What follows belongs to an exercise in optimizing a design on an open flow for small area, a short achievable clock period and few clock cycles; a production flow would make more cautious choices.
Only simulation tests tie the RTL to the original design; equivalence was not proved.
Power figures rest on the tool's default switching activity, not on a simulated workload.

==> flow/design.v <==
`timescale 1ns / 1ps
module dmc_nor2(input a, input b, output y);
assign y = ~(a | b);
endmodule
module dmc_aoi222(input a0, input b0, input a1, input b1, input a2, input b2, output y);
assign y = ~((a0 & b0) | (a1 & b1) | (a2 & b2));
endmodule
module dmc_dec3n(input [2:0] a, output [7:0] y_n);
assign y_n = ~(8'd1 << a);
endmodule
module dmc_nand4(input a, input b, input c, input d, output y);
assign y = ~(a & b & c & d);
endmodule
module dmc_nand2(input a, input b, output y);
assign y = ~(a & b);
endmodule
module dmc_nand3(input a, input b, input c, output y);
assign y = ~(a & b & c);
endmodule
module data_mem_subsystem(
    input flush,
    input clk,
    input wr_en,
    input [15:0] addr,
    input [7:0] rdata,
    output [7:0] wdata,
    output stall,
    output cache_hit,
    output [15:0] mem_addr,
    output mem_wr_en,
    output [7:0] mem_wdata,
    input [7:0] mem_rdata
    );
wire [6:0] tag   = addr[15:9];
wire [5:0] index = addr[8:3];
reg [6:0] tag_field [0:63];
reg [63:0] valid;
reg       second;      
reg       rd_q;        
reg       valid_q;     
reg [6:0] diff_q;      
assign stall     = ~second;
assign cache_hit = rd_q | (valid_q & ~|diff_q);
assign wdata     = mem_rdata;
assign mem_wr_en = wr_en;
assign mem_wdata = rdata;
assign mem_addr  = addr;
wire [7:0] lo_n, hi_n;
dmc_dec3n u_lo (.a(index[2:0]), .y_n(lo_n));
dmc_dec3n u_hi (.a(index[5:3]), .y_n(hi_n));
wire alloc = second & rd_q;                  
wire [7:0] lo_wn = ~(8'd1 << index[2:0]);
wire [7:0] hi_wn = ~((8'd1 << index[5:3]) & {8{alloc}});
wire [63:0] line;      
wire [63:0] line_we;   
genvar g, b, t;
generate
    for (g = 0; g < 64; g = g + 1) begin : g_dec
        dmc_nor2 u_sel (.a(hi_n[g/8]),  .b(lo_n[g%8]), .y(line[g]));
        dmc_nor2 u_we  (.a(hi_wn[g/8]), .b(lo_wn[g%8]), .y(line_we[g]));
    end
endgenerate
wire [7:0] ent [0:63];
wire [21:0] part_n [0:7];
wire [7:0] entry;
generate
    for (g = 0; g < 64; g = g + 1) begin : g_ent
        assign ent[g] = {valid[g], tag_field[g]};
    end
    for (b = 0; b < 8; b = b + 1) begin : g_bit
        for (t = 0; t < 21; t = t + 1) begin : g_term
            dmc_aoi222 u (.a0(line[3*t]),   .b0(ent[3*t][b]),
                          .a1(line[3*t+1]), .b1(ent[3*t+1][b]),
                          .a2(line[3*t+2]), .b2(ent[3*t+2][b]),
                          .y(part_n[b][t]));
        end
        dmc_nand2 u_last (.a(line[63]), .b(ent[63][b]), .y(part_n[b][21]));
        wire [5:0] grp;
        wire [2:0] grp_n;
        for (t = 0; t < 5; t = t + 1) begin : g_grp
            dmc_nand4 u (.a(part_n[b][4*t]), .b(part_n[b][4*t+1]),
                         .c(part_n[b][4*t+2]), .d(part_n[b][4*t+3]), .y(grp[t]));
        end
        dmc_nand2 u_g5 (.a(part_n[b][20]), .b(part_n[b][21]), .y(grp[5]));
        dmc_nor2 u_n0 (.a(grp[0]), .b(grp[1]), .y(grp_n[0]));
        dmc_nor2 u_n1 (.a(grp[2]), .b(grp[3]), .y(grp_n[1]));
        dmc_nor2 u_n2 (.a(grp[4]), .b(grp[5]), .y(grp_n[2]));
        dmc_nand3 u_out (.a(grp_n[0]), .b(grp_n[1]), .c(grp_n[2]), .y(entry[b]));
    end
endgenerate
integer i;
always @(posedge clk) begin
    second  <= ~second & ~flush;
    rd_q    <= ~wr_en;
    valid_q <= entry[7];
    diff_q  <= entry[6:0] ^ tag;
    for (i = 0; i < 64; i = i + 1) begin
        if (line_we[i])
            tag_field[i] <= tag;
        valid[i] <= ~flush & (valid[i] | line_we[i]);
    end
end
endmodule
clock: 10.0 ns
lec_check: 0
cap_margin: 20
core_margin: 2
core_utilization: 65
cts_buf_list: sky130_fd_sc_hd__clkbuf_8
cts_cluster_diameter: 50
cts_cluster_size: 16
slew_margin: 20
synth_hierarchical: 1
synth_memory_max_bits: 8192
synth_minimum_keep_size: 0
standard.sh (not shown) runs the stock make flow with config.mk's settings and CLKGATE_MAP_FILE= SYNTH_SCRIPT=/design/flow/synth_recipe.tcl, a recipe that flattens the netlist after the stock synthesis.
==> flow/flow/run.sh <==
#!/bin/bash
set -euo pipefail
export SETUP_SLACK_MARGIN=5.9
export BUFFER_PORTS_ARGS="-buffer_cell sky130_fd_sc_hd__buf_4"
export CTS_ARGS="-sink_clustering_enable -repair_clock_nets -sink_clustering_size 10 -sink_clustering_max_diameter 40 -buf_list sky130_fd_sc_hd__clkbuf_4 -dont_use_dummy_load"
res=orfs/results/sky130hd/data_mem_subsystem/base
bash standard.sh "$PWD/$res/3_3_place_gp.odb" > orfs_make_place.log 2>&1
openroad -no_init -exit flow/port_feed.tcl > port_feed.log 2>&1
bash standard.sh > orfs_make.log 2>&1
==> flow/flow/port_feed.tcl <==
# Feed each output port's buffer straight from the input port when it is
# driven through that input port's buffer.
set odb orfs/results/sky130hd/data_mem_subsystem/base/3_3_place_gp.odb
read_db $odb
set block [ord::get_db_block]
set n 0
foreach bterm [$block getBTerms] {
  if {[$bterm getIoType] ne "OUTPUT"} { continue }
  set onet [$bterm getNet]
  set obuf ""
  foreach it [$onet getITerms] {
    if {[$it isOutputSignal]} { set obuf [$it getInst] }
  }
  if {$obuf eq "" || ![string match output* [$obuf getName]]} { continue }
  set a [$obuf findITerm A]
  set mnet [$a getNet]
  set ibuf ""
  foreach it [$mnet getITerms] {
    if {[$it isOutputSignal]} { set ibuf [$it getInst] }
  }
  if {$ibuf eq "" || ![string match input* [$ibuf getName]]} { continue }
  set pnet [[$ibuf findITerm A] getNet]
  set isport 0
  foreach bt [$pnet getBTerms] {
    if {[$bt getIoType] eq "INPUT"} { set isport 1 }
  }
  if {!$isport} { continue }
  $a disconnect
  $a connect $pnet
  puts "fed [$obuf getName] ([$bterm getName]) from port net [$pnet getName]"
  incr n
}
puts "reconnected $n output buffers"
write_db $odb
Testbench counts at the start, summed over its fixed seeds: cycles 64,000.
Rerun with:
--- a/flow/design.v
+++ b/flow/design.v
@@ -14,8 +14,8 @@
 module dmc_nand2(input a, input b, output y);
 assign y = ~(a & b);
 endmodule
-module dmc_nand3(input a, input b, input c, output y);
-assign y = ~(a & b & c);
+module dmc_nor3(input a, input b, input c, output y);
+assign y = ~(a | b | c);
 endmodule
 module data_mem_subsystem(
     input flush,
@@ -76,16 +76,15 @@
         end
         dmc_nand2 u_last (.a(line[63]), .b(ent[63][b]), .y(part_n[b][21]));
         wire [5:0] grp;
-        wire [2:0] grp_n;
+        wire [1:0] grp_n;
         for (t = 0; t < 5; t = t + 1) begin : g_grp
             dmc_nand4 u (.a(part_n[b][4*t]), .b(part_n[b][4*t+1]),
                          .c(part_n[b][4*t+2]), .d(part_n[b][4*t+3]), .y(grp[t]));
         end
         dmc_nand2 u_g5 (.a(part_n[b][20]), .b(part_n[b][21]), .y(grp[5]));
-        dmc_nor2 u_n0 (.a(grp[0]), .b(grp[1]), .y(grp_n[0]));
-        dmc_nor2 u_n1 (.a(grp[2]), .b(grp[3]), .y(grp_n[1]));
-        dmc_nor2 u_n2 (.a(grp[4]), .b(grp[5]), .y(grp_n[2]));
-        dmc_nand3 u_out (.a(grp_n[0]), .b(grp_n[1]), .c(grp_n[2]), .y(entry[b]));
+        dmc_nor3 u_n0 (.a(grp[0]), .b(grp[1]), .c(grp[2]), .y(grp_n[0]));
+        dmc_nor3 u_n1 (.a(grp[3]), .b(grp[4]), .c(grp[5]), .y(grp_n[1]));
+        dmc_nand2 u_out (.a(grp_n[0]), .b(grp_n[1]), .y(entry[b]));
     end
 endgenerate
 integer i;
Setup slack degrades by 0.0038 ns; global-route usage shrinks by 0.71 points; clock power came out lower by a few percent; count of clock-buffer cells in the layout falls by 1; worst hold slack loses 0.0058 ns; wire length is lower by a few percent; via count drops slightly; power shrinks slightly; core utilization hardly moves; fmax hardly moves; final cell count is lower slightly; sequential power barely changes; design area stays flat; die area went up slightly.
Testbench counts after the change, summed over its fixed seeds: cycles 64,000.

[separate check: timing with driven ports]
The results above use ideal ports. As a check the final layouts listed here were re-extracted and re-timed, cells and wires unchanged.
Step 1 (the two cells are an assumption about what drives the block):
set clk [get_ports {clk}]
set_driving_cell -lib_cell sky130_fd_sc_hd__clkbuf_16 $clk
set_driving_cell -lib_cell sky130_fd_sc_hd__buf_2 [delete_from_list [all_inputs] $clk]
Step 2, shift: input delay + t, output delay - t, t = (earliest + latest rising clock arrival at the registers) / 2. This alone moves slack from input paths to output paths.
a / b / c = no drivers / after step 1 / after step 2; a / b = the first two.
run	t, ns	setup slack, ns	worst setup path at the end	slew at the worst register clock pin (ns)
the first run	0.766	5.893 / 5.687 / 5.373	input to register	0.11 / 0.11
the second run	0.754	5.889 / 5.698 / 5.368	input to register	0.11 / 0.11
After both steps setup and hold are still met in every run listed. For the second run, which loses most, drivers alone change the setup slack by -0.191 ns; drivers and shift together by -0.521 ns.
